From an optimization exercise on the open Yosys and OpenROAD flow, aimed at small area, a short achievable clock period and few clock cycles; shortcuts taken in it are not production practice.
RTL that was checked went through simulation tests only; none was proved equivalent to the original.
Only the layout flow was run in run 1; the RTL was not checked for function there.
Power and IR drop assume default switching activity.

$ cat flow/config.mk
export PLATFORM = sky130hd
export DESIGN_NAME = cpu_hazard
export DESIGN_NICKNAME = cpu_hazard
export VERILOG_FILES = /design/flow/design.v
export SDC_FILE = /design/flow/constraint.sdc
export NUM_CORES = 4
export LEC_CHECK = 0
export CAP_MARGIN = 20
export CORE_MARGIN = 2
export CORE_UTILIZATION = 40
export SETUP_SLACK_MARGIN = 2.5
export SLEW_MARGIN = 20
$ cat flow/constraint.sdc
create_clock -name core_clock -period 6.0 [get_ports {clk}]
set_input_delay 1.2000 -clock core_clock [delete_from_list [all_inputs] [get_ports {clk}]]
set_output_delay 1.2000 -clock core_clock [all_outputs]
set_load 0.01 [all_outputs]
$ cat flow/design.v
`timescale 1ns / 1ps
module cpu_hazard(input wire clk,
           input wire rst,
           input wire enable,
           input wire start,
           output wire d_we,
           output wire [7:0] i_addr,
           output wire [7:0] d_addr,
           input  wire [15:0] i_datain,
           input  wire [15:0] d_datain,
           output wire [15:0] d_dataout,
           output wire busy
    );
    function automatic [7:0] add8(input [7:0] x, input [7:0] y);
      reg [7:0] p, g, t, gg, tt;
      integer d, i;
      begin
        p = x ^ y;
        g = x & y;
        t = x | y;
        gg = g;
        tt = t;
        for (d = 1; d < 8; d = d * 2)
          for (i = 7; i >= d; i = i - 1)
          begin
            if (d == 1 && i == 1)
              gg[1] = g[1] | ((t[1] & x[0]) & y[0]);
            else
              gg[i] = gg[i] | (tt[i] & gg[i - d]);
            tt[i] = tt[i] & tt[i - d];
          end
        add8 = p ^ {gg[6:0], 1'b0};
      end
    endfunction
    function automatic [7:0] inc8(input [7:0] x);
      integer i;
      begin
        for (i = 0; i < 8; i = i + 1)
          inc8[i] = x[i] ^ ((i == 0) ? 1'b1 : &(x | ~((8'd1 << i) - 8'd1)));
      end
    endfunction
    function automatic [15:0] rev16(input [15:0] x);
      integer i;
      for (i = 0; i < 16; i = i + 1) rev16[i] = x[15 - i];
    endfunction
    reg state;
    reg [7:0] pc;
    reg [15:0] gr [0:7];       
    reg [7:0]  vld;            
    reg zf, nf, cf;
    reg [15:0] ex_a;           
    reg [15:0] ex_b;           
    reg [3:0]  ex_sh;          
    reg [7:0]  ex_wsel;        
    reg        ex_load;
    reg        ex_store;
    reg        ex_flags;       
    reg        ex_sub;         
    reg        ex_cin;         
    reg        ex_sra;         
    reg        ex_s_add, ex_s_and, ex_s_or, ex_s_xor, ex_s_shr, ex_s_shl;
    assign i_addr = pc;
    assign busy = state;
    wire ex = state & enable;
    wire cin = ex_cin;
    wire [15:0] ap = ex_a ^ ex_b;
    wire [15:0] ag = ex_a & ex_b;
    wire [15:0] ao = ex_a | ex_b;
    reg [15:0] kg, kt;
    integer d, i;
    always @(*)
    begin
      kg = ag;
      kt = ao;
      for (d = 1; d < 16; d = d * 2)
        for (i = 15; i >= d; i = i - 1)
        begin
          kg[i] = kg[i] | (kt[i] & kg[i - d]);
          kt[i] = kt[i] & kt[i - d];
        end
    end
    wire [16:0] carry = {kg | (kt & {16{cin}}), cin};
    wire [15:0] sum = ap ^ carry[15:0];
    wire alu_cf = ex_sub ? ~carry[16] : carry[16];
    wire alu_zf = (ap == {ao[14:0], cin});
    wire alu_nf = sum[15];
    wire [15:0] sh_in = ex_s_shl ? rev16(ex_a) : ex_a;
    wire [31:0] shr = {{16{ex_sra & ex_a[15]}}, sh_in} >> ex_sh;
    wire [15:0] wd = ({16{ex_s_add}} & sum) | ({16{ex_s_and}} & ag) | ({16{ex_s_or}} & ao)
                   | ({16{ex_s_xor}} & ap) | ({16{ex_s_shr}} & shr[15:0])
                   | ({16{ex_s_shl}} & rev16(shr[15:0])) | ({16{ex_load}} & d_datain);
    assign d_addr = add8(ex_a[7:0], {4'b0, ex_sh});
    assign d_dataout = ex_b;
    assign d_we = ex_store;
    wire zf_n = ex_flags ? alu_zf : zf;
    wire nf_n = ex_flags ? alu_nf : nf;
    wire cf_n = ex_flags ? alu_cf : cf;
    always @(posedge clk or negedge rst)
    begin
      if (!rst)
      begin
        zf <= 1'b0;
        nf <= 1'b0;
        cf <= 1'b0;
      end
      else
      begin
        zf <= zf_n;
        nf <= nf_n;
        cf <= cf_n;
      end
    end
    integer k;
    always @(posedge clk)
    begin
      for (k = 0; k < 8; k = k + 1)
        if (ex_wsel[k])
          gr[k] <= wd;
    end
    always @(posedge clk or negedge rst)
    begin
      if (!rst) vld <= 8'b0;
      else vld <= vld | ex_wsel;
    end
    wire [4:0] op = i_datain[15:11];
    wire [2:0] rd = i_datain[10:8];
    wire [2:0] r1 = i_datain[6:4];
    wire [2:0] r2 = i_datain[2:0];
    wire [7:0] imm8 = i_datain[7:0];
    wire [3:0] imm4 = i_datain[3:0];
    wire op_halt  = (op == 5'b00001);
    wire op_load  = (op == 5'b00010);
    wire op_store = (op == 5'b00011);
    wire op_shl   = (op == 5'b00100) || (op == 5'b00101);
    wire op_srl   = (op == 5'b00110);
    wire op_sra   = (op == 5'b00111);
    wire op_and   = (op == 5'b01101);
    wire op_or    = (op == 5'b01110);
    wire op_xor   = (op == 5'b01111);
    wire op_ldih  = (op == 5'b10000);
    wire op_imm   = (op == 5'b01001) || (op == 5'b01011);
    wire op_sub   = (op == 5'b01010) || (op == 5'b01011) || (op == 5'b01100) || (op == 5'b10010);
    wire op_addc  = (op == 5'b10001);
    wire op_subc  = (op == 5'b10010);
    wire op_jump  = (op == 5'b11000);
    wire op_br    = (op[4:3] == 2'b11) && !op_jump;   
    wire op_arith = (op == 5'b01000) || (op == 5'b01001) || (op == 5'b01010) || (op == 5'b01011) || (op == 5'b01100)
                 || (op == 5'b10000) || (op == 5'b10001) || (op == 5'b10010);
    wire wr_reg   = op_load || op_shl || op_srl || op_sra || op_and || op_or || op_xor
                 || (op_arith && op != 5'b01100);
    wire a_is_rd  = op_imm || op_ldih;
    wire [7:0] o_rd = 8'd1 << rd;
    wire [7:0] o_r1 = 8'd1 << r1;
    wire [7:0] o_r2 = 8'd1 << r2;
    wire [7:0] s_a = a_is_rd ? o_rd : o_r1;
    wire [7:0] s_b = op_store ? o_rd : o_r2;
    wire [7:0] e_a = s_a & vld;
    wire [7:0] e_b = s_b & vld;
    wire [7:0] e_t = o_rd & vld;
    reg [15:0] g_a, g_b;
    reg [7:0] g_t;
    integer m;
    always @(*)
    begin
      g_a = 16'b0;
      g_b = 16'b0;
      g_t = 8'b0;
      for (m = 0; m < 8; m = m + 1)
      begin
        g_a = g_a | (gr[m] & {16{e_a[m]}});
        g_b = g_b | (gr[m] & {16{e_b[m]}});
        g_t = g_t | (gr[m][7:0] & {8{e_t[m]}});
      end
    end
    wire a_fwd = |(s_a & ex_wsel);
    wire [15:0] a_next = a_fwd ? wd : g_a;
    wire b_imm = op_ldih || op_imm;
    wire b_fwd = !b_imm && |(s_b & ex_wsel);
    wire [15:0] b_reg = {16{op_sub}} ^ (op_ldih ? {imm8, 8'b0} : op_imm ? {8'b0, imm8} : g_b);
    wire [15:0] b_wd = {16{op_sub}} ^ wd;
    wire [15:0] b_next = b_fwd ? b_wd : b_reg;
    wire br_stall = op_br && |(o_rd & ex_wsel);
    wire [7:0] target = add8(g_t, imm8);
    wire taken = (op == 5'b11001) || ((op == 5'b11010) && zf_n) || ((op == 5'b11011) && !zf_n)
              || ((op == 5'b11100) && nf_n) || ((op == 5'b11101) && !nf_n)
              || ((op == 5'b11110) && cf_n) || ((op == 5'b11111) && !cf_n);
    wire go = ex && !br_stall;      
    always @(posedge clk or negedge rst)
    begin
      if (!rst) state <= 1'b0;
      else if (!state) state <= enable & start;
      else state <= enable & ~op_halt;
    end
    wire [7:0] pc_seq = !go ? pc : op_jump ? imm8 : op_halt ? pc : inc8(pc);
    wire take = go && op_br && taken;
    always @(posedge clk or negedge rst)
    begin
      if (!rst) pc <= 8'b0;
      else pc <= take ? target : pc_seq;
    end
    always @(posedge clk or negedge rst)
    begin
      if (!rst)
      begin
        ex_wsel <= 8'b0;
        ex_load <= 1'b0;
        ex_store <= 1'b0;
        ex_flags <= 1'b0;
      end
      else
      begin
        ex_wsel <= (go && wr_reg) ? o_rd : 8'b0;
        ex_load <= go && op_load;
        ex_store <= go && op_store;
        ex_flags <= go && op_arith;
      end
    end
    always @(posedge clk)
    begin
      ex_sub <= op_sub;
      ex_cin <= op_sub ? ~(op_subc & cf_n) : (op_addc & cf_n);
      ex_sra <= op_sra;
      ex_s_add <= op_arith;
      ex_s_and <= op_and;
      ex_s_or <= op_or;
      ex_s_xor <= op_xor;
      ex_s_shr <= op_srl || op_sra;
      ex_s_shl <= op_shl;
      ex_sh <= imm4;
      ex_a <= a_next;
      ex_b <= b_next;
    end
endmodule
$ cat flow/flow/run.sh
#!/bin/bash
# Layout flow: the standard ORFS flow (standard synthesis, floorplan, power grid,
# placement, CTS, routing) with two changes to how the resizer works:
#  - ports are buffered with a plain buffer (buf_4) instead of the delay cell the
#    platform picks by default;
#  - the resizer may change a cell to any equivalent cell, not only one with the
#    same footprint (MATCH_CELL_FOOTPRINT=0).
# ORFS writes each step's full log under orfs/logs; make's own output goes to flow.log.
set -euo pipefail
bash standard.sh MATCH_CELL_FOOTPRINT=0 "BUFFER_PORTS_ARGS=-buffer_cell sky130_fd_sc_hd__buf_4" finish > flow.log 2>&1
$ cat flow/standard.sh
#!/bin/bash
# synth_recipe.tcl (not shown) runs the flow's synth.tcl, then flattens the netlist and writes it again
# the make line also repeats each setting of config.mk as NAME=value (left out here)
make -C /OpenROAD-flow-scripts/flow DESIGN_CONFIG=/design/flow/config.mk WORK_HOME=/design/flow/orfs CLKGATE_MAP_FILE= SYNTH_SCRIPT=/design/flow/synth_recipe.tcl "${@:-finish}"
==> key figures, run 1 <==
Final layout
  – Diode count: 0
  – Layout cell share with drive strength beyond 1: 24.3%
  – Fin area: 15400 um^2
  – Nets: 1462
  – Finished Core Util: 48.8%
  – Synth-to-Final Area Change: 19.9%

Place
  – Post-DP Area: 13800 um^2
  – Port Buffers: 69
  – Placer Congestion: 0.982
  – Detailed placement HPWL: 32000 um

Floorplanning
  – Rows: 65
  – Die footprint: 33600 um^2
  – Initial core utilization: 40.7%
  – I/O Pins: 70
  – Die Wd: 183 um
  – Core ar.: 31600 um^2
  – Die Height: 183 um

Yosys
  – Post-synthesis sequential area ratio: 43.0%
  – Post-Synth Adder-Cell Area: 5.80%
  – Multiplexer share of the synthesized area: 6.45%
  – Number of synthesized flops with an enable pin: 128
  – Synth Area in XOR/XNOR: 4.08%
  – YS warnings: 2
  – Simple-Gate Fraction of Synth Area: 13.1%
  – Synth async-reset ratio: 15.2%
  – Syn_nets: 1370
  – Distinct cell type count after synthesis: 85
  – Mapped Area: 12800 um^2
  – Cells after Synth: 1275
  – Seq cells post-synth: 204
  – Largest family of logic cells by synthesized area: compound AO/OA/AOI/OAI gates
  – Syn_area_per_cell: 10.1 um^2
  – Predominant post-synthesis flop cell: edfxtp_1
  – Compound-gate portion of the synthesized area: 21.8%

Routing
  – TritonRoute pass-1 iters: 9
  – DR DRC count: 0
  – Initial DRC count: 1556
  – Vias: 11600
  – Routed WL: 46500 um
  – Avg Vias per Cell: 6.48
  – Routed Antenna Nets: 0
  – Wire length per cell: 26.0 um

Critical path
  – Worst-path maximum fanout: 16
  – CP delay by family, top: simple AND/OR/NAND/NOR gates
  – Critical Path End Type: flop
  – Worst Setup Start Kind: input port
  – Critical path class: input port to flop
  – CP peak stage delay: 490 ps
  – Required time worst endpoint: 6450 ps
  – CP max stage cell: or3_4
  – Crit path arrival time: 3940 ps
  – Buf/Inv on CP: 3
  – Critical path cell sequence: buf_6, nand3b_1, or3_4, buf_4, mux2_2, nor2_2, buf_4, a222oi_1, nand3_1, a21oi_1, a21oi_1, mux2i_1, xnor2_1

Run
  – Max Cap Viol: 0

Clock network
  – CTS tree: yes
  – Clock latency (worst-skew pair): 550 ps
  – CTS Hold Bufs: 0
  – Clk sink count: 204
  – CTS Buf Count: 23
  – Clk buf depth: 3
  – H-tree levels: 1
  – Clk slew on worst S/H paths: 60 ps
  – Root buffer selected by CTS: clkbuf_16

Status
  – Outcome: complete, no violations

Hold path
  – HP Class: flop to flop

Power and ir drop
  – Maximum vdd ir drop: 0.192 mV
  – Pleak: 5.84 nW
  – PwrDens: 293 nW/um^2

STA
  – Worst Max-Slew Pin Slew: 1140 ps
  – Setup TNS: 0 ps
  – FMAX: 286 MHz
  – Fin crit share: 58.3%
  – Fin. Hold Viols: 0
  – Final Max Tran Viols: 0
  – Slew margin rel.: 23.8%
  – Clk_skew: 31.2 ps
  – Tmin final: 3500 ps
  – Endpoints failing setup: 0
  – RSZ-0062 raised after global routing: yes

Global routing
  – Largest net degree at the start of global routing: 32
  – First-pass GRT wire length: 68000 um
  – Antenna violations before repair: 0
  – GRT Overall Usage: 26.7%
  – Gr ovfl total: 0
  – Vias in the first global route: 10900
-- cell families (layout without fill, tap and decap cells) --
kind of cell | count (synthesis) | after routing
compound gates | 387 | 387
xor+xnor | 59 | 59
simple gates | 325 | 325
mux | 60 | 60
flops | 204 | 204
buf+inv | 181 | 290
fa+ha+maj | 59 | 59
-- synthesized netlist by cell type, types with 7 or more instances --
library cell    n  share of area (%)
o21ai_0        40                1.6
a221o_1         9               0.70
o31ai_1         7               0.41
o21ai_1        14               0.55
and2_1         16               0.78
buf_2          23               0.90
o211ai_1       15               0.88
a222oi_1       14                1.1
xnor2_1        47                3.2
nand2_1        62                1.8
dfrtp_1        31                6.0
nor2b_1        15               0.73
a31oi_1         8               0.39
nor2_1         88                2.6
a21oi_1        58                2.3
nand4_1        30                1.5
a22oi_1       135                7.9
or2_2          13               0.63
nor4_1         10               0.49
mux2_2         15                1.3
edfxtp_1      128                 30
clkbuf_1       48                1.4
nor3_1         16               0.62
dfxtp_1        45                7.0
xor2_1         11               0.75
a221oi_1       12               0.82
ha_1           58                5.6
mux2i_1        25                1.9
a22o_1         13               0.89
mux4_2         16                2.8
inv_1          93                2.7
nand3_1        25               0.97
nand2b_1        7               0.34
-- repair_timing --
action / CTS / global route
cloned: 0 / 3
pin swaps: 8 / 39
setup buffers: 20 / 33
gates resized for setup: 59 / 58
endpoints found under the setup margin: 128 / 49
-- worst reg2reg max path, delay by kind of cell (launching register included) --
family | cells | cell delay [ps]
simple gates | 3 | 1040
compound gates | 5 | 900
flops | 1 | 600
xor+xnor | 2 | 400
fa+ha+maj | 1 | 270
buf+inv | 1 | 140
-- layout make-up --
class | instances | area (um^2)
flip-flops and latches | 204 | 5550
clock inverters | 14 | 140
fillers | 2903 | 16100
multi-input cells | 890 | 6950
clock buffers | 28 | 614
well taps | 402 | 503
inverters | 96 | 379
repair buffers | 152 | 1280
-- worst paths after layout --
path,slack (ps),cells past startpoint,endpoint,startpoint
max,2500,13,ex_b[2],i_datain[15]
min,530,2,zf,zf
max reg2reg,2540,12,pc[1],ex_a[7]
min reg2reg,530,2,zf,zf
max in group asynchronous,5080,1,pc[3],rst
min in group asynchronous,600,1,vld[3],rst
-- layer usage --
| layer | global-route usage (%) | wire length [um] |
|---|---|---|
| met1 | 34.6 | 18100 |
| met2 | 43.2 | 21300 |
| met3 | 5.68 | 4810 |
| met4 | 11.9 | 2290 |
| met5 | 0 | 0 |
-- registers in the layout (all words and copies together), names as in the netlist, 4 cells and up --
signal,flops
gr,128
ex_b,16
pc,8
ex_sh,4
ex_a,16
ex_wsel,8
vld,8
-- power by group --
| group | internal (W) | switching [W] |
|---|---|---|
| clock network | 0.000821 | 0.000588 |
| logic | 0.000574 | 0.000744 |
| registers | 0.00163 | 0.000158 |
| total | 0.00302 | 0.00149 |
-- cell usage in the layout (no fill, tap or decap), types with 8 or more instances in the layout --
cell / netlist / routed
a21oi_1: 58 / 50
a221o_1: 9 / 8
a221oi_1: 12 / 9
a222oi_1: 14 / 14
a22o_1: 13 / 13
a22oi_1: 135 / 131
buf_4: 2 / 134
buf_6: 5 / 9
clkbuf_16: 0 / 26
dfrtp_1: 31 / 31
dfxtp_1: 45 / 36
edfxtp_1: 128 / 128
ha_1: 58 / 50
inv_1: 93 / 85
mux2_2: 15 / 15
mux2i_1: 25 / 25
mux4_2: 16 / 16
nand2_1: 62 / 60
nand3_1: 25 / 23
nand4_1: 30 / 30
nor2_1: 88 / 82
nor2b_1: 15 / 13
nor3_1: 16 / 15
nor4_1: 10 / 8
o211ai_1: 15 / 15
o21ai_0: 40 / 39
o21ai_1: 14 / 13
or2_2: 13 / 10
xnor2_1: 47 / 46
xor2_1: 11 / 11
-- metrics by stage --
stage          hold slack, ps  setup slack (ps)  power, W  cells
4_1_cts                   534              2490   0.00445   1750
5_1_grt                   550              2390   0.00469   1786
3_3_place_gp              518              1520   0.00299   1688
2_1_floorplan             454              2140   0.00254   1275
6_report                  533              2500   0.00451   1786
3_5_place_dp              520              1580   0.00300   1688
==> inputs of run 2 (changes only) <==
--- a/flow/design.v
+++ b/flow/design.v
@@ -153,7 +153,8 @@
     wire [7:0] o_r1 = 8'd1 << r1;
     wire [7:0] o_r2 = 8'd1 << r2;
     wire [7:0] s_a = a_is_rd ? o_rd : o_r1;
-    wire [7:0] s_b = op_store ? o_rd : o_r2;
+    wire b_imm = op_ldih || op_imm;
+    wire [7:0] s_b = b_imm ? 8'b0 : op_store ? o_rd : o_r2;
     wire [7:0] e_a = s_a & vld;
     wire [7:0] e_b = s_b & vld;
     wire [7:0] e_t = o_rd & vld;
@@ -174,9 +175,8 @@
     end
     wire a_fwd = |(s_a & ex_wsel);
     wire [15:0] a_next = a_fwd ? wd : g_a;
-    wire b_imm = op_ldih || op_imm;
-    wire b_fwd = !b_imm && |(s_b & ex_wsel);
-    wire [15:0] b_reg = {16{op_sub}} ^ (op_ldih ? {imm8, 8'b0} : op_imm ? {8'b0, imm8} : g_b);
+    wire b_fwd = |(s_b & ex_wsel);
+    wire [15:0] b_reg = {16{op_sub}} ^ (g_b | ({16{op_ldih}} & {imm8, 8'b0}) | ({16{op_imm}} & {8'b0, imm8}));
     wire [15:0] b_wd = {16{op_sub}} ^ wd;
     wire [15:0] b_next = b_fwd ? b_wd : b_reg;
     wire br_stall = op_br && |(o_rd & ex_wsel);
--- a/flow/config.mk
+++ b/flow/config.mk
@@ -8,5 +8,5 @@
 export CAP_MARGIN = 20
 export CORE_MARGIN = 2
 export CORE_UTILIZATION = 40
-export SETUP_SLACK_MARGIN = 2.5
+export SETUP_SLACK_MARGIN = 2.2
 export SLEW_MARGIN = 20
==> run 2 against run 1 <==
  * Still clean
  * Sequential power about the same
  * Via count decreased by 4.1%
  * Global-route usage shrank 0.54 points
  * Combinational power fell by 11%
  * Clock power about the same
  * Worst hold slack worse by 39 ps
  * Sequential share of layout area up 2.2 points
  * Sequential cell count did not move
  * Fmax down 6.4%
  * Largest power group unchanged
==> key figures, run 2 <==
Yosys
  – Synth top cells by count: edfxtp_1, a22oi_1, inv_1
  – Synth async-reset ratio: 15.2% (unchanged)
  – Simple-Gate Fraction of Synth Area: 12.7% (-0.37 points)
  – Most common cell in the netlist: edfxtp_1
  – Post-synth top area cell: edfxtp_1
  – Seq cells post-synth: 204 (unchanged)
  – Top cell type's share of synthesized area: 30.0% (+0.058 points)
  – Syn_nets: 1355 (-1.1%)
  – YS warnings: 2 (unchanged)
  – Cells after Synth: 1261 (-1.1%)
  – Compound-gate portion of the synthesized area: 21.8% (+0.023 points)
  – Synth Area in XOR/XNOR: 3.89% (-0.19 points)
  – Ranking of synthesized cells by area: edfxtp_1, a22oi_1, dfxtp_1
  – Post-Synth Adder-Cell Area: 5.72% (-0.086 points)
  – Syn_area_per_cell: 10.2 um^2 (+0.91%)
  – Mapped Area: 12800 um^2 (-0.19%)
  – Predominant post-synthesis flop cell: edfxtp_1
  – Distinct cell type count after synthesis: 81 (-4.7%)
  – Largest family of logic cells by synthesized area: compound AO/OA/AOI/OAI gates
  – Post-synthesis sequential area ratio: 43.0% (+0.084 points)
  – Multiplexer share of the synthesized area: 7.03% (+0.59 points)
  – Number of synthesized flops with an enable pin: 128 (unchanged)

Power and ir drop
  – Post-layout power: 0.00436 W (-3.5%)
  – Maximum vdd ir drop: 0.139 mV (-28%)
  – PwrDens: 301 nW/um^2 (+2.7%)
  – Pleak: 5.50 nW (-5.7%)

STA
  – Worst Max-Slew Pin Slew: 1120 ps (-24.1 ps)
  – Fin Hold WS: 494 ps (-39.0 ps)
  – Final Max Tran Viols: 0 (unchanged)
  – Slew margin rel.: 25.1% (+1.3 points)
  – Clk_skew: 21.7 ps (-9.57 ps)
  – Tmin final: 3740 ps (+241 ps)
  – Setup TNS: 0 ps (unchanged)
  – Fin. Hold Viols: 0 (unchanged)
  – Fin crit share: 62.3% (+4.0 points)
  – FMAX: 267 MHz (-6.4%)
  – Endpoints failing setup: 0 (unchanged)
  – RSZ-0062 raised after global routing: yes

Final layout
  – Nets: 1384 (-5.3%)
  – Area of the multi-input gates: 6660 um^2 (-4.1%)
  – Commonest non-fill, non-tap cell in the layout: edfxtp_1
  – Layout cell share with drive strength beyond 1: 17.6% (-6.7 points)
  – Synth-to-Final Area Change: 12.9%
  – Max reg flops: 128 (unchanged)
  – Largest Register: gr
  – Most frequent cells in the layout: edfxtp_1, a22oi_1, buf_4, inv_1, nor2_1
  – Largest regs: gr x128, ex_a x16, ex_b x16
  – Fillers: 2955 (+1.8%)
  – Register area: 5540 um^2 (-0.23%)
  – Diode count: 0 (unchanged)

Floorplanning
  – Die Height: 183 um (about the same)
  – I/O Pins: 70 (unchanged)
  – Initial core utilization: 40.6% (-0.079 points)
  – Die Wd: 183 um (about the same)
  – Core ar.: 31600 um^2 (unchanged)
  – Die footprint: 33500 um^2 (-0.19%)
  – Rows: 65 (unchanged)

Clock network
  – H-tree levels: 1 (unchanged)
  – Clock latency (worst-skew pair): 520 ps (-30 ps)
  – CTS tree: yes
  – Clk sink count: 204 (unchanged)
  – Root buffer selected by CTS: clkbuf_16
  – Clk buf depth: 3 (unchanged)
  – CTS Buf Count: 22 (-4.3%)
  – Clk slew on worst S/H paths: 60 ps (about the same)

Place
  – Placer Congestion: 0.952 (-3.0%)
  – Port Buffers: 69 (unchanged)
  – Detailed placement HPWL: 31400 um (-1.7%)

Critical path
  – Worst Setup Start Kind: flop
  – Required time worst endpoint: 4800 ps (-1650 ps)
  – Worst-path maximum fanout: 7 (-9)
  – Crit path arrival time: 2540 ps (-1400 ps)
  – Critical path class: flop to output port
  – Critical Path End Type: output port

Run
  – Max Cap Viol: 0 (unchanged)

Hold path
  – HP Class: flop to flop

Routing
  – Initial DRC count: 1688 (+8.5%)
  – Wire length per cell: 26.1 um (+0.39%)
  – TritonRoute pass-1 iters: 8 (-1)
  – DR DRC count: 0 (unchanged)
  – Routed Antenna Nets: 0 (unchanged)
  – Vias: 11100 (-4.1%)
  – Avg Vias per Cell: 6.50 (+0.23%)
  – Routed WL: 44600 um (-4.0%)

Global routing
  – Gr ovfl total: 0 (unchanged)
  – GRT Overall Usage: 26.2% (-0.54 points)
  – Vias in the first global route: 10600 (-2.8%)
  – First-pass GRT wire length: 65900 um (-3.1%)
  – Largest net degree at the start of global routing: 32 (unchanged)
  – Antenna violations before repair: 0 (unchanged)

Status
  – Outcome: complete, no violations
## run 2: changes by cell type after synthesis, moves of 9 or more
cell      before  now
o21ai_1       14    1
clkbuf_1      48   61
xnor2_1       47   34
a22oi_1      135  126
a221oi_1      12   32
xor2_1        11   23
nand4_1       30   18
## run 2: per-layer routing
layer | track usage (%) | routed length [um]
met1 | 36.1 | 18000
met4 | 12.7 | 2150
met2 | 40.2 | 19900
met5 | 0 | 0
met3 | 4.21 | 4560
## run 2: cells by family after synthesis
| logic type | count (synthesis) |
|---|---|
| mux | 66 |
| simple gates | 321 |
| compound gates | 375 |
| xor+xnor | 57 |
| fa+ha+maj | 58 |
| flops | 204 |
| buf+inv | 180 |
## run 2: final timing paths
path                       startpoint          to  slack (ps)  cells after the start
setup / recovery              ex_a[1]   d_addr[6]        2260                     11
hold / removal                     nf          nf         490                      2
setup reg to reg              ex_a[5]       pc[1]        2330                     11
hold reg to reg                    nf          nf         490                      2
max in group asynchronous         rst          nf        5070                      1
min in group asynchronous         rst  ex_wsel[2]         620                      1
## run 2: worst max-delay path, cell delays in order, from the launching register on
cell     delay [ps]
dfxtp_2         450
inv_1           190
ha_1            230
inv_1            60
a31oi_1         110
nor2_1          130
nor2_1           50
nor2_1           80
nor2_1           90
or3_1           330
xnor2_1         150
buf_4           140
## run 2: where the power goes
group / switching (W) / total, W / internal [W] / leakage [nW]
clock network: 0.000559 / 0.00139 / 0.000831 / 0.360
logic: 0.000675 / 0.00117 / 0.000499 / 3.20
registers: 0.000161 / 0.00179 / 0.00163 / 1.95
total: 0.00139 / 0.00436 / 0.00296 / 5.50
## run 2: per-stage QoR
step	utilization, %	cells	area, um^2	worst slack (ps)
finish	45.9	1708	14500	2260
global route	45.9	1708	14500	2130
CTS	45.6	1706	14400	2180
detailed placement	43.2	1665	13600	1570
global placement	43.2	1665	13600	1600
floorplan	-	1261	12800	2260
## run 2: area by class of cell
type                       instances  share of cell area (%)
sequential                       204                    38.2
clock inverter                    15                    1.12
tap                              402                    3.47
timing repair buffer              91                    4.72
clock buffer                      25                    4.03
multi-input combinational        878                    46.0
inverter                          93                    2.44
## run 2: timing repair
action | in CTS | in global routing
buffers inserted | 1 | 1
pin swaps | 1 | 1
setup endpoints to repair | 42 | 40
hold buffers | 0 | 0
cloned | 0 | 1
gates resized for setup | 13 | 22
Testbench counts of run 2, summed over its fixed seeds: cycles 82,400.
==> inputs of run 3 (changes only) <==
--- a/flow/config.mk
+++ b/flow/config.mk
@@ -8,5 +8,5 @@
 export CAP_MARGIN = 20
 export CORE_MARGIN = 2
 export CORE_UTILIZATION = 40
-export SETUP_SLACK_MARGIN = 2.2
+export SETUP_SLACK_MARGIN = 2.8
 export SLEW_MARGIN = 20
==> run 3 against run 2 <==
  * Worst setup slack better by 250 ps
  * Cell count up 8.7%
  * Count of clock-buffer cells in the layout shrank 1
==> key figures, run 3 <==
Status
  – Outcome: complete, no violations

Critical path
  – CP Depth: 13 (+2)
  – CP delay by family, top: buffers and inverters
  – Crit path arrival time: 2290 ps (-250 ps)
  – FF-to-FF path depth: 11 (unchanged)
  – Required time worst endpoint: 4800 ps (about the same)
  – Critical Path End Type: output port
  – Buf/Inv on CP: 6 (+3)
  – CP peak stage delay: 390 ps (-60 ps)
  – Worst Setup Start Kind: flop
  – CP max stage cell: dfxtp_4
  – Critical path class: flop to output port
  – CP most frequent cell: buf_6
  – Worst-path maximum fanout: 2 (-5)
  – Critical path cell sequence: clkinvlp_4, ha_4, inv_4, buf_6, buf_6, buf_6, a21oi_2, nor2_1, nor2_1, o21bai_1, nand4_1, xnor2_1, buf_4

Final layout
  – Fillers: 2703 (-8.5%)
  – Layout cell share with drive strength beyond 1: 37.6% (+20 points)
  – Most frequent cells in the layout: buf_4, edfxtp_1, a22oi_1, inv_1, nor2_1
  – Largest regs: gr x128, ex_a x16, ex_b x16
  – Largest Register: gr
  – Nets: 1532 (+11%)
  – Max reg flops: 128 (unchanged)
  – Commonest non-fill, non-tap cell in the layout: buf_4
  – Synth-to-Final Area Change: 33.3%
  – Diode count: 0 (unchanged)

Floorplanning
  – Core ar.: 31600 um^2 (unchanged)
  – Rows: 65 (unchanged)
  – Initial core utilization: 40.6% (unchanged)
  – I/O Pins: 70 (unchanged)
  – Die footprint: 33500 um^2 (unchanged)
  – Die Height: 183 um (unchanged)
  – Die Wd: 183 um (unchanged)

Global routing
  – Vias in the first global route: 11100 (+5.2%)
  – GR Util met3: 5.32% (+1.1 points)
  – Most Crowded Layer GR: met2
  – Antenna violations before repair: 0 (unchanged)
  – GR Util met2: 43.5% (+3.2 points)
  – Met1 Usage GRT: 37.5% (+1.3 points)
  – Gr ovfl total: 0 (unchanged)
  – Largest net degree at the start of global routing: 32 (unchanged)
  – GRT Overall Usage: 27.9% (+1.7 points)
  – First-pass GRT wire length: 70600 um (+7.1%)

Yosys
  – Most common cell in the netlist: edfxtp_1
  – Synth async-reset ratio: 15.2% (unchanged)
  – Seq cells post-synth: 204 (unchanged)
  – Syn_nets: 1355 (unchanged)
  – Post-synthesis sequential area ratio: 43.0% (unchanged)
  – Ranking of synthesized cells by area: edfxtp_1, a22oi_1, dfxtp_1
  – Top cell type's share of synthesized area: 30.0% (unchanged)
  – YS warnings: 2 (unchanged)
  – Distinct cell type count after synthesis: 81 (unchanged)
  – Post-synth top area cell: edfxtp_1
  – Mapped Area: 12800 um^2 (unchanged)
  – Number of synthesized flops with an enable pin: 128 (unchanged)
  – Predominant post-synthesis flop cell: edfxtp_1
  – Cells after Synth: 1261 (unchanged)
  – Syn_area_per_cell: 10.2 um^2 (unchanged)
  – Synth top cells by count: edfxtp_1, a22oi_1, inv_1

Power and ir drop
  – Internal: 0.00317 W (+7.2%)
  – Switching power: 0.00154 W (+11%)
  – Maximum vdd ir drop: 0.165 mV (+19%)
  – Switching share of power: 32.7% (+0.72 points)
  – Combinational Power Share: 31.1% (+4.1 points)
  – Clk network pwr share: 30.8% (-1.1 points)
  – Flop pwr share: 38.1% (-3.1 points)
  – PwrDens: 276 nW/um^2 (-8.2%)
  – Post-layout power: 0.00472 W (+8.3%)
  – Pleak: 6.61 nW (+20%)

STA
  – Slew margin rel.: 18.4% (-6.7 points)
  – Fin Hold WS: 508 ps (+14.2 ps)
  – Final Max Tran Viols: 0 (unchanged)
  – FMAX: 287 MHz (+7.2%)
  – Worst Max-Slew Pin Slew: 1220 ps (+101 ps)
  – Tmin final: 3490 ps (-251 ps)
  – Setup TNS: 0 ps (unchanged)
  – Setup WS post-layout: 2510 ps (+251 ps)
  – Endpoints failing setup: 0 (unchanged)
  – Fin crit share: 58.1% (-4.2 points)
  – Clk_skew: 31.1 ps (+9.41 ps)
  – RSZ-0062 raised after global routing: yes
  – Fin. Hold Viols: 0 (unchanged)

Clock network
  – CTS tree: yes
  – Clk sink count: 204 (unchanged)
  – Clk slew on worst S/H paths: 60 ps (about the same)
  – H-tree levels: 1 (unchanged)
  – Clk buf depth: 3 (unchanged)
  – Clock latency (worst-skew pair): 530 ps (about the same)
  – CTS Hold Bufs: 0 (unchanged)
  – CTS Buf Count: 23 (+4.5%)
  – Root buffer selected by CTS: clkbuf_16

Place
  – Port Buffers: 69 (unchanged)
  – Placer Congestion: 0.987 (+3.7%)
  – Detailed placement HPWL: 32100 um (+2.1%)
  – DP Worst Slack: 1660 ps (+84.3 ps)

Routing
  – Routed Antenna Nets: 0 (unchanged)
  – Initial DRC count: 1617 (-4.2%)
  – Avg Vias per Cell: 6.50 (about the same)
  – Vias: 12100 (+8.7%)
  – Wire length per cell: 27.2 um (+4.0%)
  – Routed WL: 50400 um (+13%)
  – DR DRC count: 0 (unchanged)
  – TritonRoute pass-1 iters: 6 (-2)

Run
  – Max Cap Viol: 0 (unchanged)

Hold path
  – HP Class: flop to flop
  – Hold depth: 2 (unchanged)
[run 3: cell counts after synthesis]
No cell type changed its count.
[run 3: worst paths after layout]
path                          from        end  slack [ps]
max                        ex_a[1]  d_addr[7]        2510
min                             nf         nf         510
max reg2reg                ex_a[1]    ex_a[4]        2750
min reg2reg                     nf         nf         510
max in group asynchronous      rst     vld[3]        5050
min in group asynchronous      rst      pc[6]         620
[run 3: worst min-delay path: cells and delay by family, from the launching register on]
family        cells  cell delay (ps)
flops             1              320
simple gates      2              150
[run 3: final cells by class]
class	count	area, um^2	share of cell area [%]
clock buffers	24	579	3.39
clock inverters	17	196	1.15
inverters	93	367	2.14
multi-input cells	882	7640	44.7
flip-flops and latches	204	5590	32.7
well taps	402	503	2.94
repair buffers	234	2210	12.9
[run 3: per-layer routing]
metal	routed length, um	up-vias
met1	19900	5878
met5	0	-
li1	-	5186
met4	2930	0
met2	22600	821
met3	4970	174
[run 3: power groups by stage]
stage | Sequential (W) | Clock [W] | Combinational [W]
floorplan | 0.00176 | 0 | 0.000793
global placement | 0.00182 | 0 | 0.00116
detailed placement | 0.00182 | 0 | 0.00117
CTS | 0.00179 | 0.00147 | 0.00128
global route | 0.00180 | 0.00153 | 0.00157
finish | 0.00180 | 0.00145 | 0.00147
[run 3: cell families (layout without fill, tap and decap cells)]
family	after synthesis	after routing	share of synthesized area [%]
xor gates and xnor gates	57	57	3.89
DFF	204	204	43.0
adders and majority gates	58	58	5.72
and+or+nand+nor	321	325	12.7
buffers and inverters	180	368	5.82
muxes	66	66	7.03
AOI/OAI and AO/OA	375	376	21.8
[run 3: metrics by stage]
step	std cells	instance area, um^2	utilization [%]
after floorplan	1261	13300	-
after global placement	1665	13900	44.1
after detailed placement	1665	13900	44.1
after CTS	1769	15700	49.7
after global routing	1856	17100	54.2
final	1856	17100	54.2
[run 3: repair_timing]
item                       CTS  global route
setup endpoints to repair  180           117
gates resized for setup    150           148
cloned                       3            10
setup buffers               60            77
pin swaps                   43           106
==> inputs of run 4 (changes only) <==
--- a/flow/config.mk
+++ b/flow/config.mk
@@ -8,5 +8,5 @@
 export CAP_MARGIN = 20
 export CORE_MARGIN = 2
 export CORE_UTILIZATION = 40
-export SETUP_SLACK_MARGIN = 2.8
+export SETUP_SLACK_MARGIN = 2.5
 export SLEW_MARGIN = 20
==> run 4 against run 3 <==
  * Non-clock buffer count shrank 116
  * Cell count shrank 6.5%
  * Critical endpoint is now d_addr[6]
  * Largest power group unchanged
  * Largest cell class unchanged
  * Fmax down 2.5%
==> key figures, run 4 <==
Status
  – Outcome: complete, no violations

STA
  – FMAX: 280 MHz (-2.5%)
  – RSZ-0062 raised after global routing: yes
  – Clk_skew: 25.5 ps (-5.60 ps)
  – Final Max Tran Viols: 0 (unchanged)
  – Tmin final: 3580 ps (+87.8 ps)
  – Worst Max-Slew Pin Slew: 1160 ps (-56.1 ps)
  – Fin. Hold Viols: 0 (unchanged)
  – Fin crit share: 59.6% (+1.5 points)
  – Slew margin rel.: 21.5% (+3.1 points)
  – Endpoints failing setup: 0 (unchanged)
  – Setup TNS: 0 ps (unchanged)

Hold path
  – HP Class: flop to flop

Yosys
  – Predominant post-synthesis flop cell: edfxtp_1
  – Compound-gate portion of the synthesized area: 21.8% (unchanged)
  – Seq cells post-synth: 204 (unchanged)
  – Mapped Area: 12800 um^2 (unchanged)
  – Ranking of synthesized cells by area: edfxtp_1, a22oi_1, dfxtp_1
  – Multiplexer share of the synthesized area: 7.03% (unchanged)
  – Post-synthesis sequential area ratio: 43.0% (unchanged)
  – Post-Synth Adder-Cell Area: 5.72% (unchanged)
  – Syn_area_per_cell: 10.2 um^2 (unchanged)
  – Post-synth top area cell: edfxtp_1
  – Simple-Gate Fraction of Synth Area: 12.7% (unchanged)
  – Cells after Synth: 1261 (unchanged)
  – YS warnings: 2 (unchanged)
  – Most common cell in the netlist: edfxtp_1
  – Distinct cell type count after synthesis: 81 (unchanged)
  – Largest family of logic cells by synthesized area: compound AO/OA/AOI/OAI gates
  – Synth top cells by count: edfxtp_1, a22oi_1, inv_1
  – Top cell type's share of synthesized area: 30.0% (unchanged)
  – Synth async-reset ratio: 15.2% (unchanged)
  – Synth Area in XOR/XNOR: 3.89% (unchanged)
  – Number of synthesized flops with an enable pin: 128 (unchanged)
  – Syn_nets: 1355 (unchanged)

Routing
  – Avg Vias per Cell: 6.51 (+0.17%)
  – DR DRC count: 0 (unchanged)
  – Vias: 11300 (-6.3%)
  – Routed Antenna Nets: 0 (unchanged)
  – TritonRoute pass-1 iters: 10 (+4)
  – Wire length per cell: 26.2 um (-3.5%)
  – Initial DRC count: 1571 (-2.8%)
  – Routed WL: 45500 um (-9.8%)

Critical path
  – Critical Path End Type: output port
  – CP peak stage delay: 420 ps (+30 ps)
  – Crit path arrival time: 2380 ps (+90 ps)
  – Required time worst endpoint: 4800 ps (about the same)
  – Worst Setup Start Kind: flop
  – Critical path cell sequence: clkinvlp_4, ha_1, nor2_1, nor2_1, nor2_1, nor2_2, or3_4, xnor2_2, buf_4
  – CP most frequent cell: nor2_1
  – Critical path class: flop to output port
  – Worst-path maximum fanout: 4 (+2)
  – CP max stage cell: dfxtp_4

Global routing
  – First-pass GRT wire length: 66600 um (-5.7%)
  – Vias in the first global route: 10600 (-5.2%)
  – Gr ovfl total: 0 (unchanged)
  – GRT Overall Usage: 26.4% (-1.5 points)
  – Largest net degree at the start of global routing: 32 (unchanged)
  – Antenna violations before repair: 1 (+1)

Clock network
  – H-tree levels: 1 (unchanged)
  – CTS tree: yes
  – Clk sink count: 204 (unchanged)
  – Root buffer selected by CTS: clkbuf_16
  – CTS Buf Count: 23 (unchanged)
  – Clk slew on worst S/H paths: 60 ps (about the same)
  – Clk buf depth: 3 (unchanged)
  – CTS Hold Bufs: 0 (unchanged)
  – Clock latency (worst-skew pair): 530 ps (about the same)

Floorplanning
  – I/O Pins: 70 (unchanged)
  – Die Height: 183 um (unchanged)
  – Initial core utilization: 40.6% (unchanged)
  – Core ar.: 31600 um^2 (unchanged)
  – Rows: 65 (unchanged)
  – Die footprint: 33500 um^2 (unchanged)
  – Die Wd: 183 um (unchanged)

Place
  – Placer Congestion: 1.00 (+1.3%)
  – Port Buffers: 69 (unchanged)
  – Detailed placement HPWL: 31000 um (-3.5%)

Power and ir drop
  – PwrDens: 294 nW/um^2 (+6.6%)
  – Switching power: 0.00144 W (-6.8%)
  – Maximum vdd ir drop: 0.149 mV (-9.8%)
  – Post-layout power: 0.00441 W (-6.6%)
  – Clk network pwr share: 30.9% (about the same)
  – Switching share of power: 32.7% (-0.074 points)
  – Flop pwr share: 40.8% (+2.7 points)
  – Combinational Power Share: 28.3% (-2.8 points)
  – Pleak: 5.69 nW (-14%)
  – Internal: 0.00297 W (-6.4%)

Run
  – Max Cap Viol: 0 (unchanged)

Final layout
  – Max reg flops: 128 (unchanged)
  – Synth-to-Final Area Change: 16.8%
  – Diode count: 0 (unchanged)
  – Layout cell share with drive strength beyond 1: 22.5% (-15 points)
  – Largest regs: gr x128, ex_a x16, ex_b x16
  – Largest Register: gr
  – Commonest non-fill, non-tap cell in the layout: edfxtp_1
  – Nets: 1412 (-7.8%)
  – Most frequent cells in the layout: edfxtp_1, a22oi_1, buf_4, inv_1, nor2_1
run 4: cell counts after synthesis:
Identical to the previous run, type by type.
run 4: worst max-delay path: cells and delay by family (launching register included):
| family | cells | cell delay [ps] |
|---|---|---|
| XOR/XNOR | 1 | 150 |
| adder cells (fa/ha/maj) | 1 | 260 |
| AND/OR/NAND/NOR | 5 | 680 |
| flip-flops | 1 | 420 |
| buffers and inverters | 2 | 330 |
run 4: layout make-up:
cell class              instances  area [um^2]
repair buffers                118          912
multi-input cells             878         6920
inverters                      93          364
well taps                     402          503
fillers                      2899        16600
flip-flops and latches        204         5560
clock buffers                  31          647
clock inverters                10         81.3
run 4: what timing repair did:
item,CTS,global route
endpoints found under the hold margin,0,0
resized for setup,43,61
pin swaps,1,19
gates cloned,1,0
endpoints found under the setup margin,70,69
setup buffers,4,28
run 4: power by group through the flow:
stage	Clock, W	Combinational, W	Sequential (W)
after floorplan	0	0.000769	0.00175
after global placement	0	0.00113	0.00181
after detailed placement	0	0.00114	0.00181
after CTS	0.00137	0.00116	0.00179
after global routing	0.00144	0.00135	0.00180
final	0.00136	0.00125	0.00180
run 4: per-stage QoR:
step / hold WS, ps / util (%) / instances / setup slack [ps] / instance area [um^2]
2_1_floorplan: 442 / - / 1261 / 2480 / 12900
3_3_place_gp: 473 / 43.3 / 1662 / 1620 / 13700
3_5_place_dp: 478 / 43.3 / 1662 / 1590 / 13700
4_1_cts: 500 / 46.1 / 1708 / 2320 / 14500
5_1_grt: 547 / 47.5 / 1736 / 2370 / 15000
6_report: 506 / 47.5 / 1736 / 2420 / 15000
run 4: path summary, 6_finish.rpt:
| check | start | to | slack, ps | depth (start not counted) |
|---|---|---|---|---|
| max in group asynchronous | rst | nf | 5070 | 1 |
| max reg2reg | ex_a[2] | pc[1] | 2570 | 11 |
| max | ex_a[2] | d_addr[6] | 2420 | 9 |
| min reg2reg | nf | nf | 510 | 2 |
| min in group asynchronous | rst | ex_wsel[2] | 610 | 1 |
| min | nf | nf | 510 | 2 |
run 4: cells by family after synthesis:
kind of cell | Yosys count
muxes | 66
AOI/OAI and AO/OA | 375
adders and majority gates | 58
and+or+nand+nor | 321
DFF | 204
xor gates and xnor gates | 57
buffers and inverters | 180
run 4: metal layers:
layer	GRT usage, %	up-vias	part of all wire, %
met5	0	-	0
met4	12.2	0	4.8
met3	4.92	138	10
met2	40.7	774	44
met1	36.2	5469	41
li1	-	4917	-
==> inputs of run 5 (changes only) <==
--- a/flow/config.mk
+++ b/flow/config.mk
@@ -5,8 +5,8 @@
 export SDC_FILE = /design/flow/constraint.sdc
 export NUM_CORES = 4
 export LEC_CHECK = 0
-export CAP_MARGIN = 20
+export CAP_MARGIN = 5
 export CORE_MARGIN = 2
 export CORE_UTILIZATION = 40
 export SETUP_SLACK_MARGIN = 2.5
-export SLEW_MARGIN = 20
+export SLEW_MARGIN = 5
==> run 5 against run 4 <==
  * Utilization up 0.15 points
  * Non-clock buffer count up 3
  * Synthesized cell count unchanged
  * Critical endpoint unchanged
  * Largest power group unchanged
==> key figures, run 5 <==
Clock network
  – Clk slew on worst S/H paths: 60 ps (about the same)
  – Clock latency (worst-skew pair): 530 ps (about the same)
  – H-tree levels: 1 (unchanged)
  – Clk sink count: 204 (unchanged)
  – CTS Buf Count: 23 (unchanged)
  – Root buffer selected by CTS: clkbuf_16
  – CTS tree: yes
  – Clk buf depth: 3 (unchanged)
  – CTS Hold Bufs: 0 (unchanged)

Yosys
  – Post-synth top area cell: edfxtp_1
  – Number of synthesized flops with an enable pin: 128 (unchanged)
  – Ranking of synthesized cells by area: edfxtp_1, a22oi_1, dfxtp_1
  – YS warnings: 2 (unchanged)
  – Syn_area_per_cell: 10.2 um^2 (unchanged)
  – Mapped Area: 12800 um^2 (unchanged)
  – Synth top cells by count: edfxtp_1, a22oi_1, inv_1
  – Syn_nets: 1355 (unchanged)
  – Predominant post-synthesis flop cell: edfxtp_1
  – Most common cell in the netlist: edfxtp_1
  – Post-synthesis sequential area ratio: 43.0% (unchanged)
  – Top cell type's share of synthesized area: 30.0% (unchanged)
  – Cells after Synth: 1261 (unchanged)
  – Synth async-reset ratio: 15.2% (unchanged)
  – Distinct cell type count after synthesis: 81 (unchanged)
  – Seq cells post-synth: 204 (unchanged)

STA
  – Setup WS post-layout: 2430 ps (+8.68 ps)
  – Clk_skew: 23.3 ps (-2.14 ps)
  – Final Max Tran Viols: 0 (unchanged)
  – FMAX: 280 MHz (+0.24%)
  – Setup TNS: 0 ps (unchanged)
  – RSZ-0062 raised after global routing: yes
  – Tmin final: 3570 ps (-8.68 ps)
  – Endpoints failing setup: 0 (unchanged)
  – Fin crit share: 59.4% (-0.14 points)
  – Fin. Hold Viols: 0 (unchanged)
  – Slew margin rel.: 24.8% (+3.3 points)
  – Worst Max-Slew Pin Slew: 1110 ps (-48.5 ps)
  – Fin Hold WS: 504 ps (-1.90 ps)

Routing
  – DR DRC count: 0 (unchanged)
  – Routed WL: 45500 um (+0.10%)
  – Vias: 11300 (+0.27%)
  – Wire length per cell: 26.2 um (about the same)
  – Routed Antenna Nets: 0 (unchanged)
  – Initial DRC count: 1654 (+5.3%)
  – Avg Vias per Cell: 6.51 (+0.10%)
  – TritonRoute pass-1 iters: 8 (-2)

Floorplanning
  – I/O Pins: 70 (unchanged)
  – Core ar.: 31600 um^2 (unchanged)
  – Die Height: 183 um (unchanged)
  – Initial core utilization: 40.6% (unchanged)
  – Die Wd: 183 um (unchanged)
  – Rows: 65 (unchanged)
  – Die footprint: 33500 um^2 (unchanged)

Global routing
  – Gr ovfl total: 0 (unchanged)
  – Largest net degree at the start of global routing: 32 (unchanged)
  – First-pass GRT wire length: 66600 um (unchanged)
  – Antenna violations before repair: 1 (unchanged)
  – Vias in the first global route: 10600 (unchanged)
  – GRT Overall Usage: 26.4% (unchanged)

Critical path
  – Buf/Inv on CP: 2 (unchanged)
  – Critical path cell sequence: clkinvlp_4, ha_1, nor2_1, nor2_1, nor2_1, nor2_2, or3_4, xnor2_2, buf_4
  – FF-to-FF path depth: 9 (-2)
  – CP most frequent cell: nor2_1
  – Crit path arrival time: 2370 ps (about the same)
  – Worst-path maximum fanout: 4 (unchanged)
  – Critical path class: flop to output port
  – Critical Path End Type: output port
  – Worst Setup Start Kind: flop
  – CP peak stage delay: 420 ps (about the same)
  – Required time worst endpoint: 4800 ps (about the same)
  – CP max stage cell: dfxtp_4
  – CP delay by family, top: simple AND/OR/NAND/NOR gates
  – CP Depth: 9 (unchanged)

Final layout
  – Commonest non-fill, non-tap cell in the layout: edfxtp_1
  – Nets: 1415 (+0.21%)
  – Register area: 5560 um^2 (unchanged)
  – Synth-to-Final Area Change: 17.2%
  – Largest Register: gr
  – Diode count: 0 (unchanged)
  – Layout cell share with drive strength beyond 1: 22.8% (+0.32 points)
  – Max reg flops: 128 (unchanged)
  – Finished Core Util: 47.6% (+0.15 points)
  – Most frequent cells in the layout: edfxtp_1, a22oi_1, buf_4, inv_1, nor2_1
  – Fillers: 2892 (-0.24%)
  – Area of the multi-input gates: 6940 um^2 (+0.29%)
  – Largest regs: gr x128, ex_a x16, ex_b x16

Place
  – Placer Congestion: 1.00 (unchanged)
  – Port Buffers: 69 (unchanged)
  – Detailed placement HPWL: 31000 um (unchanged)
  – DP Worst Slack: 1590 ps (unchanged)

Status
  – Outcome: complete, no violations

Power and ir drop
  – Maximum vdd ir drop: 0.151 mV (+0.89%)
  – PwrDens: 294 nW/um^2 (-0.22%)
  – Pleak: 5.71 nW (+0.36%)
  – Post-layout power: 0.00441 W (+0.10%)

Run
  – Max Cap Viol: 0 (unchanged)

Hold path
  – Hold depth: 2 (unchanged)
  – HP Class: flop to flop
run 5: where the power goes:
part | internal (W) | switching (W) | total, W
logic | 0.000542 | 0.000714 | 0.00126
clock network | 0.000798 | 0.000562 | 0.00136
registers | 0.00163 | 0.000164 | 0.00180
total | 0.00297 | 0.00144 | 0.00441
run 5: path summary, 6_finish.rpt:
| check | start | end | slack, ps |
|---|---|---|---|
| max in group asynchronous | rst | nf | 5060 |
| min in group asynchronous | rst | ex_wsel[2] | 610 |
| setup / recovery | ex_a[2] | d_addr[6] | 2430 |
| setup reg to reg | ex_s_shl | ex_a[4] | 2540 |
| hold reg to reg | nf | nf | 500 |
| hold / removal | nf | nf | 500 |
run 5: per-stage QoR:
step | instance area, um^2 | std cells
finish | 15000 | 1739
global route | 15000 | 1739
CTS | 14500 | 1708
detailed placement | 13700 | 1662
global placement | 13700 | 1662
floorplan | 12900 | 1261
run 5: logic make-up (layout without fill, tap and decap cells):
| kind of cell | Yosys count | count (layout) | synth area share [%] |
|---|---|---|---|
| buf+inv | 180 | 255 | 5.82 |
| compound gates | 375 | 376 | 21.8 |
| xor+xnor | 57 | 57 | 3.89 |
| fa+ha+maj | 58 | 58 | 5.72 |
| flops | 204 | 204 | 43.0 |
| mux | 66 | 66 | 7.03 |
| simple gates | 321 | 321 | 12.7 |
run 5: final cells by class:
class,instances,area share [%]
multi-input cells,878,46.1
flip-flops and latches,204,37.0
repair buffers,121,6.24
clock buffers,31,4.30
well taps,402,3.35
inverters,93,2.44
clock inverters,10,0.541
run 5: worst register-to-register path: stages (launching register included):
cell	delay (ps)
dfxtp_1	330
buf_4	310
mux4_2	620
mux2_2	320
mux4_2	500
nand2_1	90
o211ai_1	140
nor2_1	380
inv_1	290
mux2_2	360
run 5: per-layer routing:
layer	up-vias	share of wire [%]	GRT usage, %
li1	4925	-	-
met2	796	44	40.7
met5	-	0	0
met1	5480	41	36.2
met4	0	4.9	12.2
met3	128	9.9	4.92
run 5: timing repair:
action,in CTS,in global routing
resized for setup,43,67
hold endpoints to repair,0,0
setup endpoints to repair,70,69
gates cloned,1,0
buffers inserted,4,31
pin swaps,1,24
==> inputs of run 6 (changes only) <==
==> flow/flow/run.sh (replaced) <==
#!/bin/bash
# Layout flow: the standard ORFS flow (standard synthesis, floorplan, power grid,
# placement, CTS, routing) with two changes to how the resizer works:
#  - ports are buffered with a plain buffer (buf_4) instead of the delay cell the
#    platform picks by default;
#  - after routing-stage repair, cells off the critical paths are sized down
#    (RECOVER_POWER=100);
#  - the resizer may change a cell to any equivalent cell, not only one with the
#    same footprint (MATCH_CELL_FOOTPRINT=0).
# ORFS writes each step's full log under orfs/logs; make's own output goes to flow.log.
set -euo pipefail
bash standard.sh MATCH_CELL_FOOTPRINT=0 RECOVER_POWER=100 "BUFFER_PORTS_ARGS=-buffer_cell sky130_fd_sc_hd__buf_4" finish > flow.log 2>&1
--- a/flow/config.mk
+++ b/flow/config.mk
@@ -5,8 +5,8 @@
 export SDC_FILE = /design/flow/constraint.sdc
 export NUM_CORES = 4
 export LEC_CHECK = 0
-export CAP_MARGIN = 5
+export CAP_MARGIN = 20
 export CORE_MARGIN = 2
 export CORE_UTILIZATION = 40
 export SETUP_SLACK_MARGIN = 2.5
-export SLEW_MARGIN = 5
+export SLEW_MARGIN = 20
==> run 6 against run 5 <==
  * The layout now fails its checks (capacitance limit, slew limit)
  * Area after synthesis unchanged
  * Combinational power decreased by 6%
  * Cell count decreased by 0.17%
  * Sequential share of layout area increased by 0.87 points
  * Power decreased by 1.9%
  * Die area unchanged
  * Clock skew about the same
  * First-iteration DRC count decreased by 3.0%
  * Synthesized cell count unchanged
  * Critical path depth increased by 1
  * Design area decreased by 2.4%
  * Global-route usage unchanged
==> key figures, run 6 <==
Yosys
  – Synth async-reset ratio: 15.2% (unchanged)
  – Post-synth top area cell: edfxtp_1
  – Most common cell in the netlist: edfxtp_1
  – Seq cells post-synth: 204 (unchanged)
  – Number of synthesized flops with an enable pin: 128 (unchanged)
  – Post-synthesis sequential area ratio: 43.0% (unchanged)
  – Predominant post-synthesis flop cell: edfxtp_1
  – Syn_nets: 1355 (unchanged)
  – Ranking of synthesized cells by area: edfxtp_1, a22oi_1, dfxtp_1
  – Cells after Synth: 1261 (unchanged)
  – Distinct cell type count after synthesis: 81 (unchanged)
  – Syn_area_per_cell: 10.2 um^2 (unchanged)
  – Mapped Area: 12800 um^2 (unchanged)
  – Top cell type's share of synthesized area: 30.0% (unchanged)
  – YS warnings: 2 (unchanged)
  – Synth top cells by count: edfxtp_1, a22oi_1, inv_1

Place
  – Placer Congestion: 1.00 (unchanged)
  – Inst Count DP: 1662 (unchanged)
  – Port Buffers: 69 (unchanged)
  – Detailed placement HPWL: 31000 um (unchanged)

Final layout
  – Nets: 1412 (-0.21%)
  – Layout Cells excl Fill: 1736 (-0.17%)
  – Layout cell share with drive strength beyond 1: 16.8% (-6.0 points)
  – Most frequent cells in the layout: edfxtp_1, a22oi_1, inv_1, nor2_1, nand2_1
  – Largest regs: gr x128, ex_a x16, ex_b x16
  – Finished Core Util: 46.5% (-1.1 points)
  – Max reg flops: 128 (unchanged)
  – Diode count: 0 (unchanged)
  – Largest Register: gr
  – Fillers: 2947 (+1.9%)
  – Commonest non-fill, non-tap cell in the layout: edfxtp_1
  – Synth-to-Final Area Change: 14.4%

Status
  – SO Viols: capacitance limit, slew limit
  – Outcome: finished with violations

STA
  – Tmin final: 4450 ps (+888 ps)
  – Clk_skew: 22.9 ps (-0.468 ps)
  – Endpoints failing setup: 0 (unchanged)
  – Setup TNS: 0 ps (unchanged)
  – Slew margin rel.: -22.0% (-47 points)
  – Fin. Hold Viols: 0 (unchanged)
  – Final Max Tran Viols: 197 (+197)
  – Worst Max-Slew Pin Slew: 1830 ps (+715 ps)
  – RSZ-0062 raised after global routing: yes
  – FMAX: 225 MHz (-20%)
  – Fin crit share: 74.2% (+15 points)

Floorplanning
  – Die footprint: 33500 um^2 (unchanged)
  – Die Height: 183 um (unchanged)
  – Rows: 65 (unchanged)
  – I/O Pins: 70 (unchanged)
  – Die Wd: 183 um (unchanged)
  – Core ar.: 31600 um^2 (unchanged)
  – Initial core utilization: 40.6% (unchanged)

Global routing
  – Largest net degree at the start of global routing: 32 (unchanged)
  – Gr ovfl total: 0 (unchanged)
  – Antenna violations before repair: 1 (unchanged)
  – GRT Overall Usage: 26.4% (unchanged)
  – Vias in the first global route: 10600 (unchanged)
  – First-pass GRT wire length: 66600 um (unchanged)

Clock network
  – Root buffer selected by CTS: clkbuf_16
  – CTS Buf Count: 23 (unchanged)
  – Clk buf depth: 3 (unchanged)
  – Clk slew on worst S/H paths: 60 ps (about the same)
  – Clock latency (worst-skew pair): 520 ps (about the same)
  – CTS tree: yes
  – H-tree levels: 1 (unchanged)
  – CTS Hold Bufs: 0 (unchanged)
  – Clk sink count: 204 (unchanged)

Critical path
  – Worst-path maximum fanout: 16 (+12)
  – CP max stage cell: and2_0
  – Critical path cell sequence: clkbuf_1, or4b_1, a21oi_1, clkbuf_1, mux2i_1, and2_0, a22oi_1, nand4_1, nor2_1, a21oi_1
  – Worst Setup Start Kind: input port
  – Critical path class: input port to flop
  – Required time worst endpoint: 6450 ps (+1650 ps)
  – Crit path arrival time: 4900 ps (+2530 ps)
  – CP peak stage delay: 1150 ps (+730 ps)
  – Critical Path End Type: flop

Routing
  – Metal1 wirelength: 18800 um (+0.13%)
  – DR DRC count: 0 (unchanged)
  – Met2 routed WL: 20200 um (+0.89%)
  – Wire length per cell: 26.3 um (+0.55%)
  – Vias: 11300 (-0.44%)
  – TritonRoute pass-1 iters: 7 (-1)
  – Met3 WL: 4560 um (+0.60%)
  – Initial DRC count: 1604 (-3.0%)
  – Top layer reached by signal wires: met4
  – Routed WL: 45700 um (+0.38%)
  – Avg Vias per Cell: 6.50 (-0.27%)
  – Routed Antenna Nets: 0 (unchanged)

Power and ir drop
  – Maximum vdd ir drop: 0.150 mV (-0.60%)
  – Post-layout power: 0.00433 W (-1.9%)
  – Pleak: 5.47 nW (-4.2%)
  – PwrDens: 295 nW/um^2 (+0.49%)

Run
  – Max Cap Viol: 9 (+9)

Hold path
  – HP Class: flop to flop
run 6: metal layers:
metal	global-route usage, %	vias up
met5	0	-
met4	12.2	0
li1	-	4921
met3	4.92	143
met2	40.7	783
met1	36.2	5432
run 6: path summary, 6_finish.rpt:
check / start / end / slack (ps) / cells past startpoint
setup reg to reg: ex_sh[0] / gr[7][6] / 1820 / 9
max in group asynchronous: rst / nf / 3770 / 1
min in group asynchronous: rst / ex_wsel[2] / 1170 / 1
hold reg to reg: nf / nf / 500 / 2
setup / recovery: i_datain[12] / ex_a[3] / 1550 / 10
hold / removal: nf / nf / 500 / 2
run 6: power breakdown:
part	internal [W]	total, W	switching, W
clock network	0.000798	0.00136	0.000560
logic	0.000481	0.00118	0.000695
registers	0.00163	0.00180	0.000163
run 6: final cells by class:
class                      count  area [um^2]  share of cell area [%]
clock buffer                  31          647                    4.41
multi-input combinational    878         6820                    46.5
inverter                      93          364                    2.48
timing repair buffer         118          703                    4.79
tap                          402          503                    3.43
clock inverter                10         81.3                   0.554
sequential                   204         5550                    37.8
run 6: worst max-delay path, delay by kind of cell:
kind	cells	cell delay (ps)
AO/OA/AOI/OAI	3	560
buffers and inverters	2	670
multiplexers	1	320
AND/OR/NAND/NOR	4	2140
run 6: logic make-up (layout without fill, tap and decap cells):
| group | count (synthesis) | after routing | synth area share (%) |
|---|---|---|---|
| adder cells (fa/ha/maj) | 58 | 58 | 5.72 |
| buffers and inverters | 180 | 252 | 5.82 |
| XOR/XNOR | 57 | 57 | 3.89 |
| AO/OA/AOI/OAI | 375 | 376 | 21.8 |
| multiplexers | 66 | 66 | 7.03 |
| flip-flops | 204 | 204 | 43.0 |
| AND/OR/NAND/NOR | 321 | 321 | 12.7 |
run 6: repair_timing:
item,in CTS,in global routing
buffers inserted,4,28
resized for setup,43,61
setup endpoints to repair,70,69
pin swaps,1,19
gates cloned,1,0
run 6: stage by stage:
step / hold WS [ps] / cell area [um^2] / setup slack, ps
finish: 500 / 14700 / 1550
global route: 547 / 14700 / 1400
CTS: 500 / 14500 / 2320
detailed placement: 478 / 13700 / 1590
global placement: 473 / 13700 / 1620
floorplan: 442 / 12900 / 2480
==> inputs of run 7 (changes only) <==
==> flow/flow/run.sh (replaced) <==
#!/bin/bash
# Layout flow: the standard ORFS flow (standard synthesis, floorplan, power grid,
# placement, CTS, routing) with these changes to how the layout is made:
#  - ports are buffered with a plain buffer (buf_4) instead of the delay cell the
#    platform picks by default;
#  - the resizer may change a cell to any equivalent cell, not only one with the
#    same footprint (MATCH_CELL_FOOTPRINT=0);
#  - clock tree synthesis adds no dummy load cells (the standard CTS arguments
#    plus -dont_use_dummy_load),
#    with clusters of up to 20 sinks within 200 um.
# ORFS writes each step's full log under orfs/logs; make's own output goes to flow.log.
set -euo pipefail
bash standard.sh MATCH_CELL_FOOTPRINT=0 \
  "BUFFER_PORTS_ARGS=-buffer_cell sky130_fd_sc_hd__buf_4" \
  "CTS_ARGS=-sink_clustering_enable -repair_clock_nets -dont_use_dummy_load -sink_clustering_size 20 -sink_clustering_max_diameter 200" \
  finish > flow.log 2>&1
==> run 7 against run 6 <==
  * The run now finishes clean
  * Count of clock-buffer cells in the layout is 17 lower
  * Synthesized cell count is the same
  * Area after synthesis stayed put
  * Fmax grew 24%
  * Worst setup slack better by 870 ps
  * Critical path depth increased by 1
==> key figures, run 7 <==
Status
  – Outcome: complete, no violations

STA
  – Fin. Hold Viols: 0 (unchanged)
  – Tmin final: 3590 ps (-867 ps)
  – Final Max Tran Viols: 0 (-100%)
  – Worst Max-Slew Pin Slew: 1140 ps (-686 ps)
  – Slew margin rel.: 22.8% (+45 points)
  – RSZ-0062 raised after global routing: yes
  – FMAX: 279 MHz (+24%)
  – Endpoints failing setup: 0 (unchanged)

Power and ir drop
  – PwrDens: 268 nW/um^2 (-9.2%)
  – Post-layout power: 0.00389 W (-10%)
  – Maximum vdd ir drop: 0.154 mV (+3.0%)
  – Pleak: 5.47 nW (-0.11%)

Yosys
  – Distinct cell type count after synthesis: 81 (unchanged)
  – Post-synth top area cell: edfxtp_1
  – Top cell type's share of synthesized area: 30.0% (unchanged)
  – Synth async-reset ratio: 15.2% (unchanged)
  – Most common cell in the netlist: edfxtp_1
  – Post-synthesis sequential area ratio: 43.0% (unchanged)
  – YS warnings: 2 (unchanged)
  – Synth top cells by count: edfxtp_1, a22oi_1, inv_1
  – Syn_nets: 1355 (unchanged)
  – Predominant post-synthesis flop cell: edfxtp_1
  – Ranking of synthesized cells by area: edfxtp_1, a22oi_1, dfxtp_1

Clock network
  – Root buffer selected by CTS: clkbuf_16
  – Clk sink count: 204 (unchanged)
  – CTS tree: yes
  – CTS Buf Count: 14 (-39%)
  – CTS Hold Bufs: 0 (unchanged)
  – Clk slew on worst S/H paths: 80 ps (+20 ps)
  – Clock latency (worst-skew pair): 480 ps (-40 ps)
  – H-tree levels: 1 (unchanged)
  – Clk buf depth: 3 (unchanged)

Final layout
  – Commonest non-fill, non-tap cell in the layout: edfxtp_1
  – Most frequent cells in the layout: edfxtp_1, a22oi_1, buf_4, inv_1, nor2_1
  – Max reg flops: 128 (unchanged)
  – Synth-to-Final Area Change: 13.0%
  – Diode count: 0 (unchanged)
  – Largest Register: gr
  – Largest regs: gr x128, ex_a x16, ex_b x16
  – Nets: 1394 (-1.3%)
  – Layout cell share with drive strength beyond 1: 20.4% (+3.6 points)

Place
  – Detailed placement HPWL: 31000 um (unchanged)
  – Placer Congestion: 1.00 (unchanged)
  – Port Buffers: 69 (unchanged)

Critical path
  – Crit path arrival time: 2390 ps (-2510 ps)
  – Worst Setup Start Kind: flop
  – Critical Path End Type: output port
  – Buf/Inv on CP: 3 (+1)
  – CP delay by family, top: simple AND/OR/NAND/NOR gates
  – Required time worst endpoint: 4800 ps (-1650 ps)
  – Worst-path maximum fanout: 15 (-1)
  – CP peak stage delay: 450 ps (-700 ps)
  – CP max stage cell: dfxtp_4
  – Critical path class: flop to output port
  – Critical path cell sequence: clkinvlp_4, ha_1, inv_1, a31oi_1, nor2_1, nor2_1, nor2_1, nor2_2, or3_1, xnor2_1, buf_4

Hold path
  – HP Class: flop to flop

Routing
  – Routed Antenna Nets: 0 (unchanged)
  – Vias: 11200 (-0.75%)
  – Routed WL: 45000 um (-1.5%)
  – Initial DRC count: 1414 (-12%)
  – Wire length per cell: 26.5 um (+0.56%)

Global routing
  – Gr ovfl total: 0 (unchanged)
  – Vias in the first global route: 10500 (-0.61%)
  – GRT Overall Usage: 26.3% (-0.16 points)
  – Antenna violations before repair: 1 (unchanged)

Floorplanning
  – I/O Pins: 70 (unchanged)
  – Die footprint: 33500 um^2 (unchanged)
  – Die Height: 183 um (unchanged)
  – Rows: 65 (unchanged)

Run
  – Max Cap Viol: 0 (-9)
[run 7: cell counts after synthesis]
No cell type changed its count.
[run 7: final timing paths]
check,start,endpoint,slack (ps),cells after the start
setup / recovery,ex_sh[1],d_addr[6],2410,11
min in group asynchronous,rst,ex_wsel[2],650,1
max in group asynchronous,rst,vld[2],4980,1
hold reg to reg,nf,nf,510,2
setup reg to reg,ex_s_shl,ex_a[4],2570,9
hold / removal,nf,nf,510,2
[run 7: cell type report]
cell class | instances | area (um^2)
Clock buffer | 14 | 350
Sequential cell | 204 | 5560
Fill cell | 2953 | 17100
Multi-Input combinational cell | 878 | 6870
Timing Repair Buffer | 109 | 846
Tap cell | 402 | 503
Inverter | 93 | 360
[run 7: cell families after synthesis]
group,Yosys count,share of synthesized area (%)
adders and majority gates,58,5.72
DFF,204,43.0
buffers and inverters,180,5.82
AOI/OAI and AO/OA,375,21.8
and+or+nand+nor,321,12.7
muxes,66,7.03
xor gates and xnor gates,57,3.89
[run 7: worst min-delay path, delay by kind of cell (launching register included)]
kind,cells,cell delay [ps]
and+or+nand+nor,2,140
DFF,1,340
[run 7: layer usage]
metal / GRT usage [%] / part of all wire [%] / up-vias
li1: - / - / 4861
met1: 36.3 / 41 / 5428
met2: 40.7 / 44 / 777
met3: 4.01 / 9.9 / 128
met4: 11.9 / 5.0 / 0
met5: 0 / 0 / -
[run 7: power breakdown]
group          leakage, nW  internal (W)  switching [W]
Clock                0.173      0.000416       0.000450
Sequential            1.95       0.00163       0.000163
Combinational         3.35      0.000527       0.000700
Total                 5.47       0.00257        0.00131
[run 7: what timing repair did]
item	CTS	global route
setup endpoints to repair	70	54
resized for setup	52	47
setup buffers	6	17
cloned	1	0
pin swaps	2	11
[run 7: through the flow]
stage | utilization (%) | setup slack (ps) | cells | hold WS, ps | area, um^2
final | 45.9 | 2410 | 1700 | 510 | 14500
after global routing | 45.9 | 2260 | 1700 | 554 | 14500
after CTS | 45.0 | 2360 | 1683 | 506 | 14200
after detailed placement | 43.3 | 1590 | 1662 | 478 | 13700
after global placement | 43.3 | 1620 | 1662 | 473 | 13700
after floorplan | - | 2480 | 1261 | 442 | 12900

Check on run 7: ideal ports give 2.413 ns setup slack; a clkbuf_16 on the clock port and buf_2 on the inputs give 2.366 ns; moving port delays by the midpoint clock arrival (0.505 ns) as well gives 2.086 ns.
